Context: an optimization exercise on an open-source flow, tuned for small area. The choices shown serve that exercise and are no tape-out recipe. Only simulation tests tie the RTL to the original design; equivalence was not proved.

### flow/design.v
parameter int COEFF_WIDTH      = 16;  
parameter int COEFF_FRAC      = 13;  
parameter int DATA_WIDTH       = 16;  
parameter int DATA_FRAC       = 12;  
parameter int OUTPUT_WIDTH    = 18;  
parameter int OUTPUT_FRAC     = 14;  
parameter int ACC_WIDTH       = 32;  
parameter int PIPELINE_DEPTH  = 16;  
parameter int COEFF_COUNT = 8;  
typedef logic                    logic_t;
typedef logic [DATA_WIDTH-1:0]  data_t;
typedef logic [COEFF_WIDTH-1:0] coeff_t;
typedef logic [OUTPUT_WIDTH-1:0] out_t;
typedef struct packed {
  coeff_t re;
  coeff_t im;
} coeff_complex_t;
localparam logic [COEFF_COUNT*2*COEFF_WIDTH-1:0] TWIDDLE_ROM = {
  16'sd8173, -16'sd604,    
  16'sd8182, -16'sd402,    
  16'sd8190, -16'sd202,    
  16'sd8192, 16'sd0,    
  16'sd8173, -16'sd604,    
  16'sd8182, -16'sd402,    
  16'sd8190, -16'sd202,    
  16'sd8192, 16'sd0    
};
`timescale 1ns/1ps
module algorithm_core (
  input  logic            clk,
  input  logic            rst_n,
  input  logic            in_valid,
  output logic            in_ready,
  input  logic signed [DATA_WIDTH*2-1:0] in_data,  
  output logic            out_valid,
  input  logic            out_ready,
  output logic signed [OUTPUT_WIDTH*2-1:0] out_data
);
  localparam int DEPTH = PIPELINE_DEPTH;
  localparam int PTR_BITS = $clog2(DEPTH);
  logic [PTR_BITS-1:0] wr_ptr, rd_ptr;
  logic [PTR_BITS:0]   count;  
  logic signed [OUTPUT_WIDTH-1:0] fifo_real [0:DEPTH-1];
  logic signed [OUTPUT_WIDTH-1:0] fifo_imag [0:DEPTH-1];
  logic [PTR_BITS-1:0] sample_counter;
  logic signed [DATA_WIDTH-1:0] in_real_s, in_imag_s;
  assign in_real_s = in_data[DATA_WIDTH*2-1 -: DATA_WIDTH];
  assign in_imag_s = in_data[DATA_WIDTH-1 -: DATA_WIDTH];
  coeff_complex_t current_twiddle;
  always_comb begin
    current_twiddle = TWIDDLE_ROM[(sample_counter % COEFF_COUNT)*2*COEFF_WIDTH +: 2*COEFF_WIDTH];
  end
  logic signed [ACC_WIDTH-1:0] mul_ar;  
  logic signed [ACC_WIDTH-1:0] mul_bi;  
  logic signed [ACC_WIDTH-1:0] mul_ai;  
  logic signed [ACC_WIDTH-1:0] mul_br;  
  logic signed [ACC_WIDTH-1:0] prod_real_aligned;
  logic signed [ACC_WIDTH-1:0] prod_imag_aligned;
  always_comb begin
    mul_ar = $signed(in_real_s) * $signed(current_twiddle.re);
    mul_bi = $signed(in_imag_s) * $signed(current_twiddle.im);
    mul_ai = $signed(in_real_s) * $signed(current_twiddle.im);
    mul_br = $signed(in_imag_s) * $signed(current_twiddle.re);
    prod_real_aligned = (mul_ar - mul_bi) >>> COEFF_FRAC;
    prod_imag_aligned = (mul_ai + mul_br) >>> COEFF_FRAC;
  end
  localparam int FRAC_DIFF = OUTPUT_FRAC - DATA_FRAC;
  logic signed [ACC_WIDTH-1:0] prod_real_out_scaled;
  logic signed [ACC_WIDTH-1:0] prod_imag_out_scaled;
  always_comb begin
    if (FRAC_DIFF >= 0) begin
      prod_real_out_scaled = prod_real_aligned <<< FRAC_DIFF;
      prod_imag_out_scaled = prod_imag_aligned <<< FRAC_DIFF;
    end else begin
      prod_real_out_scaled = prod_real_aligned >>> (-FRAC_DIFF);
      prod_imag_out_scaled = prod_imag_aligned >>> (-FRAC_DIFF);
    end
  end
  function automatic logic signed [OUTPUT_WIDTH-1:0] saturate_out(input logic signed [ACC_WIDTH-1:0] val);
    logic signed [OUTPUT_WIDTH-1:0] max_v;
    logic signed [OUTPUT_WIDTH-1:0] min_v;
    max_v = $signed({1'b0, {(OUTPUT_WIDTH-1){1'b1}}});
    min_v = $signed({1'b1, {(OUTPUT_WIDTH-1){1'b0}}});
    if (val > $signed({{(ACC_WIDTH-OUTPUT_WIDTH){max_v[OUTPUT_WIDTH-1]}}, max_v}))
      saturate_out = max_v;
    else if (val < $signed({{(ACC_WIDTH-OUTPUT_WIDTH){min_v[OUTPUT_WIDTH-1]}}, min_v}))
      saturate_out = min_v;
    else
      saturate_out = val[OUTPUT_WIDTH-1:0];
  endfunction
  logic push, pop;
  assign push = in_valid && in_ready;
  assign pop  = out_valid && out_ready;
  assign in_ready  = (count < DEPTH);
  assign out_valid = (count > 0);
  always_comb begin
    if (count > 0) begin
      out_data = { fifo_real[rd_ptr], fifo_imag[rd_ptr] };
    end else begin
      out_data = '0;
    end
  end
  integer i;
  always_ff @(posedge clk or negedge rst_n) begin
    if (!rst_n) begin
      wr_ptr <= '0;
      rd_ptr <= '0;
      count  <= '0;
      sample_counter <= '0;
      for (i=0;i<DEPTH;i=i+1) begin
        fifo_real[i] <= '0;
        fifo_imag[i] <= '0;
      end
    end else begin
      if (push) begin
        sample_counter <= sample_counter + 1;
      end
      if (push && (count < DEPTH)) begin
        fifo_real[wr_ptr] <= saturate_out(prod_real_out_scaled);
        fifo_imag[wr_ptr] <= saturate_out(prod_imag_out_scaled);
        wr_ptr <= wr_ptr + 1;
      end
      if (pop && (count > 0)) begin
        rd_ptr <= rd_ptr + 1;
      end
      if ((push && (count < DEPTH)) && !(pop && (count > 0)))
        count <= count + 1;
      else if (!(push && (count < DEPTH)) && (pop && (count > 0)))
        count <= count - 1;
    end
  end
endmodule
`timescale 1ns/1ps
module algorithm_top (
  input  logic            clk,
  input  logic            rst_n,
  input  logic            s_axis_valid,
  output logic            s_axis_ready,
  input  logic signed [DATA_WIDTH*2-1:0] s_axis_data,  
  output logic            m_axis_valid,
  input  logic            m_axis_ready,
  output logic signed [OUTPUT_WIDTH*2-1:0] m_axis_data
);
  algorithm_core core_i (
    .clk      (clk),
    .rst_n    (rst_n),
    .in_valid (s_axis_valid),
    .in_ready (s_axis_ready),
    .in_data  (s_axis_data),
    .out_valid(m_axis_valid),
    .out_ready(m_axis_ready),
    .out_data (m_axis_data)
  );
endmodule
### flow/run.sh
#!/bin/bash
# synth_recipe.tcl (not shown) runs the flow's synth.tcl, then flattens the netlist and writes it again
# the make line also repeats each setting of config.mk as NAME=value (left out here)
make -C /OpenROAD-flow-scripts/flow DESIGN_CONFIG=/design/flow/config.mk WORK_HOME=/design/flow/orfs CLKGATE_MAP_FILE= SYNTH_SCRIPT=/design/flow/synth_recipe.tcl finish
### flow/config.mk
export PLATFORM = sky130hd
export DESIGN_NAME = algorithm_top
export DESIGN_NICKNAME = algorithm_top
export VERILOG_FILES = /design/flow/design.v
export SDC_FILE = /design/flow/constraint.sdc
export NUM_CORES = 4
export LEC_CHECK = 0
export CAP_MARGIN = 20
export CORE_MARGIN = 2
export CORE_UTILIZATION = 40
export SLEW_MARGIN = 20
### flow/constraint.sdc
create_clock -name core_clock -period 11.0 [get_ports {clk}]
set_input_delay 2.2000 -clock core_clock [delete_from_list [all_inputs] [get_ports {clk}]]
set_output_delay 2.2000 -clock core_clock [all_outputs]
set_load 0.01 [all_outputs]
==> flow_summary_export.csv, run 1 <==
group,metric,value,unit
final_layout,final_common_cell,"inv_1",
critical_path,start_kind,"input pin",
route,wl_per_cell,24.20,µm
place,place_inst,7574,
clock_tree,cts.clk_slew.worst_paths,0.06,ns
clock_tree,cts.repair.resized,0,
yosys,yosysSeqAreaShare,25.32,%
critical_path,crit_required,11.50,ns
die,core-area,137300,µm²
global_route,grt_overflow_total,0,
yosys,netlist-cell-type-count,67,
yosys,avgSynthCellArea,9.597,µm²
final_layout,fin_util,44.62,%
timing,period_share,96.60,%
clock_tree,insertion_delay,0.65,ns
global_route,grt_pass1_vias,44380,
die,io_pins,74,
critical_path,slowest_stage,"clkdlybuf4s50_1",
timing,finClkSkew,0.02776,ns
place,hpwl,137000,µm
timing,setup_viol,0,
yosys,synth_top_area_share,32.49,%
critical_path,crit_buf_inv,8,
die,dieArea,141300,µm²
die,std_cell_rows,136,
route,viasPerCell,5.440,
critical_path,cp_top_family,"adder cells",
clock_tree,cts_setup_buffers,0,
hold_path,hp-class,"flip-flop to flip-flop",
flow_run,maxCapViolations,0,
yosys,yosysWarnings,3,
timing,tightest_slew,1.116,ns
critical_path,arrival,11.13,ns
yosys,syn_nets,7068,
critical_path,criticalPathCategory,"input pin to flip-flop",
outcome,status,"finished clean",
route,drtIter0Drc,3945,
yosys,syn_area,55340,µm²
final_layout,layout.nets,7141,
global_route,grt.total_usage,26.74,%
final_layout,fin_cells,7679,
route,postRouteAntennaNets,0,
route,wl,185900,µm
timing,holdWs,0.4771,ns
route,dr_total_vias,41770,
final_layout,drive_gt1_share,6.593,%
final_layout,final_cell_area,61280,µm²
critical_path,slowest_delay,0.68,ns
clock_tree,cts_tree,"done",
place,gp_congestion,0.9644,
critical_path,r2r_slack,1.03,ns
global_route,grt_max_degree,102,
die,die_x,375.9,µm
final_layout,diodes,0,
critical_path,crit_top_cell,"fa_1",
timing,fin_crit,10.63,ns
yosys,netlist.top_cell.by_area,"fa_1",
die,initial_core_util,40.30,%
timing,fmax,94.11,MHz
yosys,synth_edf_count,0,
clock_tree,cts_htree_levels,2,
yosys,ys_seq_elements,560,
final_layout,final_cell_mix,"inv_1, fa_1, nor2_1",
place,port_buffers,73,
yosys,yosys-top-cells-area,"fa_1, dfrtp_1, ha_1",
timing,layout_setup_ws,0.3742,ns
route,post-route-drc-count,0,
timing,maxSlewViolCount,0,
final_layout,fillCellCount,13190,
yosys,synthCells,5766,
place,post-place-ws,-0.2658,ns
die,die_h,375.9,µm
final_layout,area_growth,10.73,%
clock_tree,numCtsBuffers,57,
place,place_area,59350,µm²
clock_tree,ctsHoldBuffers,0,
critical_path,cp-end-kind,"flip-flop",
timing,hold_viol,0,
clock_tree,root_buffer,"clkbuf_16",
clock_tree,cts.path.max_buffers,3,
global_route,antenna_found_initial,4,
yosys,async_reset_ff_share,100.0,%
final_layout,seqCellArea,14010,µm²
critical_path,crit_fanout,17,
clock_tree,cts.sinks,560,
yosys,synth_flop_cell,"dfrtp_1",
timing,slew_headroom,25.60,%
global_route,grt_pass1_wl,281900,µm
timing,final.setup.tns,0,ns
route,drt_first_pass_iters,6,
timing,rsz0062_at_grt,"no",
final_layout,multi_input_area,35680,µm²
worst register-to-register path: cells and delay by family, from the launching register on:
kind	cells	cell delay, ns
DFF	1	0.41
and+or+nand+nor	4	0.94
AOI/OAI and AO/OA	6	1.73
adders and majority gates	10	4.44
buffers and inverters	10	2.32
synthesized netlist by cell type (5+ instances only):
cell,n
o21a_1,13
xor2_1,30
nand2_1,300
a211oi_1,8
nor2_1,590
nand3_1,37
clkbuf_1,210
nand4_1,55
a21oi_1,572
nor3_1,18
o21bai_1,11
or2_2,9
o21ai_0,169
o2111ai_1,6
o21ai_2,13
a22oi_1,185
a22o_1,27
buf_2,61
inv_1,1205
buf_1,10
ha_1,368
o21ai_1,29
and3_1,7
a221oi_1,28
xnor2_1,91
dfrtp_1,560
and2_1,121
a21o_1,33
buf_4,5
a21oi_2,11
fa_1,898
nor2b_1,18
routing by layer:
metal	global-route usage, %	wire length (µm)
met1	35.42	75370
met2	43.21	85890
met5	0	60
met4	10.88	8877
met3	5.061	15660
registers in the layout (all words and copies together) (netlist names):
register / cells
core_i.fifo_imag: 272
core_i.fifo_real: 272
core_i.count: 5
core_i.rd_ptr: 4
core_i.wr_ptr: 4
core_i.sample_counter: 3
cell type report:
cell class,count,area share [%]
timing repair buffer,301,4.715
clock buffer,92,2.804
tap,1794,3.663
multi-input combinational,3711,58.23
inverter,1208,7.400
clock inverter,13,0.3226
sequential,560,22.87
cell families after synthesis:
logic type	share of synthesized area, %
and+or+nand+nor	9.284
buffers and inverters	10.33
DFF	25.32
xor gates and xnor gates	1.915
muxes	0.1131
adders and majority gates	40.81
AOI/OAI and AO/OA	12.23
worst paths after layout:
kind	end	cells past startpoint	startpoint
setup reg to reg	core_i.fifo_imag[15][16]	30	core_i.sample_counter[0]
min in group asynchronous	core_i.rd_ptr[1]	1	rst_n
max in group asynchronous	core_i.fifo_real[14][2]	3	rst_n
setup / recovery	core_i.fifo_imag[15][16]	27	s_axis_data[11]
hold / removal	core_i.fifo_imag[0][1]	2	core_i.fifo_imag[0][1]
hold reg to reg	core_i.fifo_imag[0][1]	2	core_i.fifo_imag[0][1]
==> run 2, diff against run 1 <==
==> flow/design.v (replaced) <==
parameter int DATA_WIDTH     = 16;  
parameter int OUTPUT_WIDTH   = 18;  
parameter int PIPELINE_DEPTH = 16;  
`timescale 1ns/1ps
module algorithm_core (
  input  logic            clk,
  input  logic            rst_n,
  input  logic            in_valid,
  output logic            in_ready,
  input  logic signed [DATA_WIDTH*2-1:0] in_data,  
  output logic            out_valid,
  input  logic            out_ready,
  output logic signed [OUTPUT_WIDTH*2-1:0] out_data
);
  localparam int DEPTH = PIPELINE_DEPTH;
  localparam int PTR_BITS = $clog2(DEPTH);
  logic [PTR_BITS:0] wr_ptr, rd_ptr;
  logic [DATA_WIDTH*2-1:0] mem [0:DEPTH-1];
  logic empty, full, push, pop;
  assign empty = (wr_ptr == rd_ptr);
  assign full  = (wr_ptr[PTR_BITS] != rd_ptr[PTR_BITS]) &&
                 (wr_ptr[PTR_BITS-1:0] == rd_ptr[PTR_BITS-1:0]);
  assign in_ready  = !full;
  assign out_valid = !empty;
  assign push = in_valid && !full;
  assign pop  = out_ready && !empty;
  always_ff @(posedge clk or negedge rst_n) begin
    if (!rst_n) begin
      wr_ptr <= '0;
      rd_ptr <= '0;
    end else begin
      if (push) wr_ptr <= wr_ptr + 1'b1;
      if (pop)  rd_ptr <= rd_ptr + 1'b1;
    end
  end
  always_ff @(posedge clk) begin
    if (push) mem[wr_ptr[PTR_BITS-1:0]] <= in_data;
  end
  logic [DATA_WIDTH*2-1:0] head;
  logic [1:0] k;
  assign head = mem[rd_ptr[PTR_BITS-1:0]];
  assign k = rd_ptr[1:0];
  logic signed [DATA_WIDTH-1:0] a, b;
  assign a = head[DATA_WIDTH*2-1 -: DATA_WIDTH];
  assign b = head[DATA_WIDTH-1 -: DATA_WIDTH];
  function automatic logic signed [29:0] dd_mul(input logic signed [15:0] x, input logic [1:0] kk);
    logic signed [29:0] r1, r2, r3, r4, xs;
    xs = 30'(x);
    case (kk)
      2'd1: begin r1 = xs <<< 8; r2 = -(xs <<< 6); r3 = xs <<< 3;    r4 = xs <<< 1; end
      2'd2: begin r1 = xs <<< 9; r2 = -(xs <<< 7); r3 = xs <<< 4;    r4 = xs <<< 1; end
      2'd3: begin r1 = xs <<< 9; r2 = xs <<< 7;    r3 = -(xs <<< 5); r4 = -(xs <<< 2); end
      default: begin r1 = '0; r2 = '0; r3 = '0; r4 = '0; end
    endcase
    dd_mul = r1 + r2 + r3 + r4;
  endfunction
  function automatic logic signed [29:0] dc_mul(input logic signed [15:0] x, input logic [1:0] kk);
    logic signed [29:0] r1, r2, r3, xs;
    xs = 30'(x);
    case (kk)
      2'd1: begin r1 = xs <<< 1; r2 = '0;       r3 = '0; end
      2'd2: begin r1 = xs <<< 3; r2 = xs <<< 1; r3 = '0; end
      2'd3: begin r1 = xs <<< 4; r2 = xs <<< 1; r3 = xs; end
      default: begin r1 = '0; r2 = '0; r3 = '0; end
    endcase
    dc_mul = r1 + r2 + r3;
  endfunction
  logic signed [29:0] re, im;
  assign re = (30'(a) <<< 13) + dd_mul(b, k) - dc_mul(a, k);
  assign im = (30'(b) <<< 13) - dd_mul(a, k) - dc_mul(b, k);
  function automatic logic [OUTPUT_WIDTH-1:0] scale_sat(input logic signed [29:0] x);
    logic [16:0] q;
    q = x[29:13];
    if (!q[16] && q[15])      scale_sat = 18'h1ffff;
    else if (q[16] && !q[15]) scale_sat = 18'h20000;
    else                      scale_sat = {q[15:0], 2'b00};
  endfunction
  assign out_data = {scale_sat(re), scale_sat(im)};
endmodule
`timescale 1ns/1ps
module algorithm_top (
  input  logic            clk,
  input  logic            rst_n,
  input  logic            s_axis_valid,
  output logic            s_axis_ready,
  input  logic signed [DATA_WIDTH*2-1:0] s_axis_data,  
  output logic            m_axis_valid,
  input  logic            m_axis_ready,
  output logic signed [OUTPUT_WIDTH*2-1:0] m_axis_data
);
  algorithm_core core_i (
    .clk      (clk),
    .rst_n    (rst_n),
    .in_valid (s_axis_valid),
    .in_ready (s_axis_ready),
    .in_data  (s_axis_data),
    .out_valid(m_axis_valid),
    .out_ready(m_axis_ready),
    .out_data (m_axis_data)
  );
endmodule
==> run 2 against run 1 <==
  * Still clean on timing, DRC and antenna
  * Sequential share of layout area is 17 points higher
  * Via count is 47% lower
  * Clock skew is 0.0068 ns lower
  * Cell area is 36% lower
  * Largest cell class unchanged
==> flow_summary_export.csv, run 2 <==
group,metric,value,unit
outcome,status,"finished clean",
route,wl_per_cell,24.83,µm
route,viasPerCell,5.554,
die,die_x,292.0,µm
yosys,syn_area,33170,µm²
die,std_cell_rows,105,
final_layout,final_cell_area,39200,µm²
place,place_area,36580,µm²
route,postRouteAntennaNets,0,
timing,hold_viol,0,
final_layout,final_common_cell,"edfxtp_1",
final_layout,seqCellArea,15640,µm²
timing,slew_headroom,41.40,%
yosys,synthSimpleGateAreaFrac,8.212,%
yosys,synthCells,2599,
critical_path,start_kind,"flip-flop",
final_layout,layout.nets,3280,
place,hpwl,71150,µm
yosys,yosysSeqAreaShare,47.10,%
timing,setup_viol,0,
clock_tree,cts_htree_levels,2,
route,dr_total_vias,22120,
critical_path,crit_top_cell,"buf_4",
yosys,netlist-cell-type-count,82,
clock_tree,numCtsBuffers,43,
yosys,synth.most_common_cell,"edfxtp_1",
yosys,synth_flop_cell,"edfxtp_1",
die,core-area,82110,µm²
clock_tree,cts.sinks,522,
critical_path,slowest_delay,0.56,ns
yosys,ys_seq_elements,522,
final_layout,area_growth,18.18,%
critical_path,arrival,8.52,ns
final_layout,largest_reg_flops,512,
final_layout,drive_gt1_share,23.12,%
final_layout,fillCellCount,7225,
yosys,async_reset_ff_share,1.916,%
route,drtIter0Drc,1886,
flow_run,maxCapViolations,0,
route,drt_first_pass_iters,6,
hold_path,hp-class,"flip-flop to flip-flop",
yosys,avgSynthCellArea,12.76,µm²
yosys,muxShareOfSynthArea,9.370,%
die,dieArea,85250,µm²
yosys,yosys-top-cells-area,"edfxtp_1, fa_1, mux4_2",
final_layout,multi_input_area,16350,µm²
timing,fin_crit,10.72,ns
yosys,synth_edf_count,512,
timing,holdWs,0.5007,ns
global_route,grt_overflow_total,0,
timing,period_share,97.48,%
yosys,syn_nets,3003,
critical_path,criticalPathCategory,"flip-flop to primary output",
global_route,grt.total_usage,23.18,%
route,wl,98880,µm
yosys,yosysWarnings,1,
global_route,grt_pass1_vias,23510,
critical_path,cp-end-kind,"primary output",
clock_tree,cts.path.max_buffers,3,
yosys,synth_xor_area_share,2.342,%
final_layout,fin_util,47.74,%
route,post-route-drc-count,0,
route,dr_wl_met3,6206,µm
clock_tree,ctsHoldBuffers,0,
die,io_pins,74,
timing,tightest_slew,0.8750,ns
yosys,synth_top_area_share,46.35,%
critical_path,crit_required,8.80,ns
route,wl_met2,48490,µm
yosys,synth_compound_gate_area_share,6.907,%
place,port_buffers,73,
timing,maxSlewViolCount,0,
die,die_h,292.0,µm
place,gp_congestion,1.023,
yosys,netlist.top_cell.by_area,"edfxtp_1",
global_route,grt_pass1_wl,147300,µm
clock_tree,root_buffer,"clkbuf_16",
yosys,synthAdderAreaFrac,19.91,%
timing,finClkSkew,0.02095,ns
yosys,synth_top_family_by_area,"adder cells",
critical_path,r2r_slack,7.58,ns
die,initial_core_util,40.40,%
clock_tree,cts_tree,"done",
timing,fmax,93.26,MHz
route,top_layer_used,"met5",
critical_path,slowest_stage,"fa_1",
critical_path,crit_fanout,4,
clock_tree,cts.clk_slew.worst_paths,0.07,ns
global_route,antenna_found_initial,3,
route,wl_met1,39970,µm
yosys,yosys-top-cells-count,"edfxtp_1, inv_1, nand2_1",
global_route,grt_max_degree,66,
final_layout,final_cell_mix,"edfxtp_1, inv_1, nand2_1",
clock_tree,insertion_delay,0.57,ns
timing,final.setup.tns,0,ns
-- run 2: final timing paths --
check / start / to / depth (start not counted)
max: core_i.rd_ptr[2] / m_axis_data[16] / 35
min: core_i.rd_ptr[4] / core_i.rd_ptr[4] / 1
max reg2reg: core_i.rd_ptr[3] / core_i.mem[8][22] / 9
min reg2reg: core_i.rd_ptr[4] / core_i.rd_ptr[4] / 1
max in group asynchronous: rst_n / core_i.rd_ptr[0] / 1
min in group asynchronous: rst_n / core_i.wr_ptr[1] / 1
-- run 2: logic make-up (layout without fill, tap and decap cells) --
family	Yosys count	in the layout
adders and majority gates	369	369
xor gates and xnor gates	87	87
AOI/OAI and AO/OA	345	346
buffers and inverters	510	820
muxes	155	155
and+or+nand+nor	611	612
DFF	522	522
other	0	1
-- run 2: metrics by stage --
| stage | std cells | setup slack, ns |
|---|---|---|
| after global placement | 3850 | -0.4300 |
| after floorplan | 2599 | 0.6355 |
| after detailed placement | 3850 | -0.5432 |
| after global routing | 3981 | -0.07406 |
| after CTS | 3961 | -0.03256 |
| final | 3982 | 0.2775 |
-- run 2: critical path, delay by kind of cell (launching register included) --
family,cells,cell delay (ns)
AOI/OAI and AO/OA,10,2.36
xor gates and xnor gates,2,0.29
adders and majority gates,6,2.56
buffers and inverters,10,1.32
DFF,1,0.50
muxes,2,0.56
and+or+nand+nor,5,0.39
-- run 2: final cells by class --
type                       count  area share, %
clock buffer                  56          3.026
antenna                        1       0.006384
inverter                     397          3.801
clock inverter                24         0.5713
sequential                   522          39.89
timing repair buffer         343          7.590
tap                         1070          3.415
multi-input combinational   1569          41.70
-- run 2: per-layer routing --
layer / global-route usage, % / up-vias
li1: - / 9654
met1: 30.24 / 11400
met5: 0 / -
met2: 39.48 / 875
met3: 2.831 / 183
met4: 9.253 / 6
-- run 2: timing repair --
item                       4_1_cts  5_1_grt
resized for setup              114      169
setup buffers                   27       19
pin swaps                       21       87
cloned                           5        2
setup endpoints to repair       36       36

-- separate check: timing with driven ports --
In the flow no input, the clock included, has a driving cell. The finished layouts below were timed again as built, in two steps.
Step 1, drivers: a clkbuf_16 drives clk and a buf_2 each remaining input, both assumed.
Step 2 moves the port delays by t, midway between the first and last clock arrival at a register: inputs arrive t later, outputs are due t later. That takes back most of the time a late clock gives input paths.
Slacks: no drivers / after step 1 / after step 2; pairs: no drivers / after step 1.
run | t (ns) | setup slack, ns | worst setup path after step 2 | worst slew at a driven data input, ns
run 1 | 0.692 | 0.374 / 0.349 / -0.343 | input to register | 0.08
run 2 | 0.611 | 0.277 / 0.221 / 0.832 | register to output | 0.10
Met with ideal ports but missed after step 2: setup timing in run 1. The setup slack of run 1, which loses most, moves by -0.025 ns with the drivers and by -0.717 ns with both steps.
